Context: an optimization exercise on an open-source flow, tuned for small area. The choices shown serve that exercise and are no tape-out recipe.
Only simulation tests tie the RTL to the original design; equivalence was not proved.
Power and IR drop assume default switching activity.

## esdi_core
module esdi_core (
    input  clk,
    input  rst_n,
    input  cmd_awvalid,
    output cmd_awready,
    input  [4:0] cmd_awaddr,
    input  cmd_wvalid,
    output cmd_wready,
    input  [31:0] cmd_wdata,
    output cmd_bvalid,
    input  cmd_bready,
    output [1:0] cmd_bresp,
    input  cmd_arvalid,
    output cmd_arready,
    input  [4:0] cmd_araddr,
    output cmd_rvalid,
    input  cmd_rready,
    output [31:0] cmd_rdata,
    output [1:0] cmd_rresp,
    input  tmr_awvalid,
    output tmr_awready,
    input  [4:0] tmr_awaddr,
    input  tmr_wvalid,
    output tmr_wready,
    input  [31:0] tmr_wdata,
    output tmr_bvalid,
    input  tmr_bready,
    output [1:0] tmr_bresp,
    input  tmr_arvalid,
    output tmr_arready,
    input  [4:0] tmr_araddr,
    output tmr_rvalid,
    input  tmr_rready,
    output [31:0] tmr_rdata,
    output [1:0] tmr_rresp,
    input  rd_awvalid,
    output rd_awready,
    input  [4:0] rd_awaddr,
    input  rd_wvalid,
    output rd_wready,
    input  [31:0] rd_wdata,
    output rd_bvalid,
    input  rd_bready,
    output [1:0] rd_bresp,
    input  rd_arvalid,
    output rd_arready,
    input  [4:0] rd_araddr,
    output rd_rvalid,
    input  rd_rready,
    output [31:0] rd_rdata,
    output [1:0] rd_rresp,
    input  wr_awvalid,
    output wr_awready,
    input  [4:0] wr_awaddr,
    input  wr_wvalid,
    output wr_wready,
    input  [31:0] wr_wdata,
    output wr_bvalid,
    input  wr_bready,
    output [1:0] wr_bresp,
    input  wr_arvalid,
    output wr_arready,
    input  [4:0] wr_araddr,
    output wr_rvalid,
    input  wr_rready,
    output [31:0] wr_rdata,
    output [1:0] wr_rresp,
    input  mm2s_tvalid,
    output mm2s_tready,
    input  [7:0] mm2s_tdata,
    input  mm2s_tlast,
    output s2mm_tvalid,
    input  s2mm_tready,
    output [7:0] s2mm_tdata,
    output s2mm_tlast,
    output cmd_irq,
    output tmr_irq,
    output wr_irq,
  ...
clock: 10.0 ns
lec_check: 0
cap_margin: 20
core_margin: 2
core_utilization: 70
place_density: 0.8
slew_margin: 20
standard.sh (not shown) runs the stock make flow with config.mk's settings and CLKGATE_MAP_FILE= SYNTH_SCRIPT=/design/flow/synth_recipe.tcl, a recipe that flattens the netlist after the stock synthesis.
==> flow/flow/run.sh <==
#!/bin/bash
# The standard ORFS layout with these changes:
#  - synthesis: the standard flow's synthesis script with an area-oriented ABC script
#    for the combinational logic (registers are mapped as in the standard
#    synthesis);
#  - port buffers use the smallest buffer (buf_1);
#  - clock tree synthesis uses small clock buffers and adds no dummy loads.
# Each step's full output is in synth.log / layout.log here and in ORFS's
# own logs under orfs/logs/.
set -euo pipefail
here=$(pwd)
export AREA_ABC_SCRIPT="$here/flow/abc_area.script"
cat flow/abc_override.tcl synth_recipe.tcl > synth_area.tcl
sed "s|SYNTH_SCRIPT=[^ ]*|SYNTH_SCRIPT=$here/synth_area.tcl|" standard.sh > standard_area.sh
grep -q "SYNTH_SCRIPT=$here/synth_area.tcl" standard_area.sh
export BUFFER_PORTS_ARGS="-buffer_cell sky130_fd_sc_hd__buf_1"
export CTS_ARGS="-sink_clustering_enable -repair_clock_nets -dont_use_dummy_load -sink_clustering_size 16 -sink_clustering_max_diameter 60 -buf_list sky130_fd_sc_hd__clkbuf_8"
bash standard_area.sh synth > synth.log 2>&1
bash standard_area.sh finish > layout.log 2>&1
==> flow/flow/abc_area.script <==
strash
 dc2
 dc2
 strash
 dch -f
 amap -m -F 4 -A 10
 topo
 dnsize -c
==> flow/flow/abc_override.tcl <==
# Prepended to the standard synthesis script (synth_recipe.tcl): ABC maps
# the combinational logic with an area-oriented script (flow/abc_area.script)
# instead of ORFS's speed script. Flip-flop mapping and every other step are
# unchanged, so the registers are the standard synthesis's.
proc abc {args} {
  set i [lsearch -exact $args -script]
  if {$i >= 0} {
    set args [lreplace $args $i [expr {$i + 1}] -script $::env(AREA_ABC_SCRIPT)]
  }
  yosys abc {*}$args
}
Next try:
--- a/flow/design.v
+++ b/flow/design.v
@@ -21,30 +21,19 @@
     assign in_tready = !full;
     wire wr = in_tvalid && !full;
     wire adv = (!out_tvalid || out_tready) && !q_is_w1;
     wire land0 = wr && (w[2:0] == 3'd7);
     wire land1 = p1v && (w[2:0] == 3'd6);
     wire land2 = p2v && (w[2:0] == 3'd5);
     wire land = land0 | land1 | land2;
     wire [2:0] lrow = w[5:3] + 3'd1;
     wire [8:0] ldata = land0 ? din : pa;
-    wire [8:0] ent [0:63];
-    wire [8:0] row_q [0:7];
-    genvar g;
-    generate
-        for (g = 0; g < 64; g = g + 1) begin : ents
-            assign ent[g] = ring[9*g +: 9];
-        end
-        for (g = 0; g < 8; g = g + 1) begin : rows
-            assign row_q[g] = ent[{g[2:0], q[2:0]}];
-        end
-    endgenerate
-    wire [8:0] ring_q = row_q[q[5:3]];
+    wire [8:0] ring_q = ring[9*q +: 9];
     assign {out_tlast, out_tdata} = (p1v && q_is_w1) ? pa : ring_q;
     integer i;
     always @(posedge clk)
     begin
         ring <= {ring[566:0], ring[575:567]};
         for (i = 0; i < 8; i = i + 1)
             if (land && lrow == i)
                 ring[72*i +: 9] <= ldata;
         if ((wr && !land0 && !(p1v && !land1)) || (land2 && p1v))
@@ -520,19 +509,19 @@
                 end
                 else if (cycle_count == PULSE_WIDTH)
                 begin
                     esdi_index <= 0;
                     esdi_sector <= 0;
                 end
                 else if (cycle_count == sector_length)
                 begin
                     cycle_count <= 0;
-                    if (sector_number + 1'b1 == num_sectors)
+                    if (sector_number == num_sectors - 1'b1)
                         sector_number <= 0;
                     else
                         sector_number <= sector_number + 1'b1;
                 end
                 if (cycle_count == interrupt_time)
                     interrupt_time_reached <= 1;
             end
             else
             begin
@@ -638,22 +627,21 @@
     reg hold_last;
     reg [7:0] hold_id;
     reg [6:0] shift_reg;
     reg shift_reg_last;
     reg [2:0] bit_count;
     reg underflow;
     reg missed_deadline;
     assign parallel_tready = !hold_valid;
     assign esdi_read_data = esdi_read_data_ungated && !esdi_read_gate_shift[1] && !silence;
-    wire [7:0] clock_counter_inc = clock_counter + 1'b1;
     wire cph_nz = |clocks_per_halfbit;
-    wire half_match = cph_nz && (clock_counter_inc == {1'b0, clocks_per_halfbit});
-    wire full_match = cph_nz && (clock_counter_inc == {clocks_per_halfbit, 1'b0});
+    wire half_match = cph_nz && (clock_counter == {1'b0, clocks_per_halfbit} - 1'b1);
+    wire full_match = cph_nz && (clock_counter == {clocks_per_halfbit, 1'b0} - 1'b1);
     always @(posedge clk)
     begin
         esdi_read_gate_shift <= {esdi_read_gate, esdi_read_gate_shift[3:1]};
         if (!rst_n)
         begin
             control_register <= 0;
             clocks_per_halfbit <= 5;
             write_addr_valid <= 0;
             write_data_valid <= 0;
@@ -679,19 +667,19 @@
                 hold_last <= parallel_tlast;
                 hold_id <= parallel_tid;
             end
             if (cycle_count_zero && hold_valid && hold_id == sector_number)
             begin
                 reading <= 1;
                 shift_reg_last <= 0;
                 bit_count <= 3'b111;
             end
-            clock_counter <= clock_counter_inc;
+            clock_counter <= clock_counter + 1'b1;
             if (half_match)
             begin
                 esdi_read_clock <= 1;
             end
             else if (full_match)
             begin
                 clock_counter <= 0;
                 esdi_read_clock <= 0;
                 read_data_valid <= 1;
The new run passed the timing, DRC and antenna checks.
Worst setup slack degrades by 1.2 ns.
Final cell count went up by 3.5%.
Power came out higher by 3.1%.
Wire length goes down by 2.4%.
Flip-flop and latch count is unchanged.
Register-to-register slack gets worse by 1.2 ns.
Non-clock buffer count shrinks by 1.

## re-timing with driven ports
The results above use ideal ports. As a check the final layouts listed here were re-extracted and re-timed, cells and wires unchanged.
Step 1 (the two cells are an assumption about what drives the block):
set clk [get_ports {clk}]
set_driving_cell -lib_cell sky130_fd_sc_hd__clkbuf_16 $clk
set_driving_cell -lib_cell sky130_fd_sc_hd__buf_2 [delete_from_list [all_inputs] $clk]
Step 2 also shifts input and output timing later by t, the mid clock arrival at the registers, as if the neighbouring blocks saw the same clock.
Slacks: ideal / step 1 / step 2; pairs: ideal / step 1.
run	shift t [ns]	setup WS [ns]	latest minus earliest clock arrival (ns)
the first run	0.790	5.134 / 5.134 / 5.134	0.102 / 0.102
the second run	0.776	3.937 / 3.937 / 3.937	0.049 / 0.049
After both steps setup and hold are still met in every run listed.
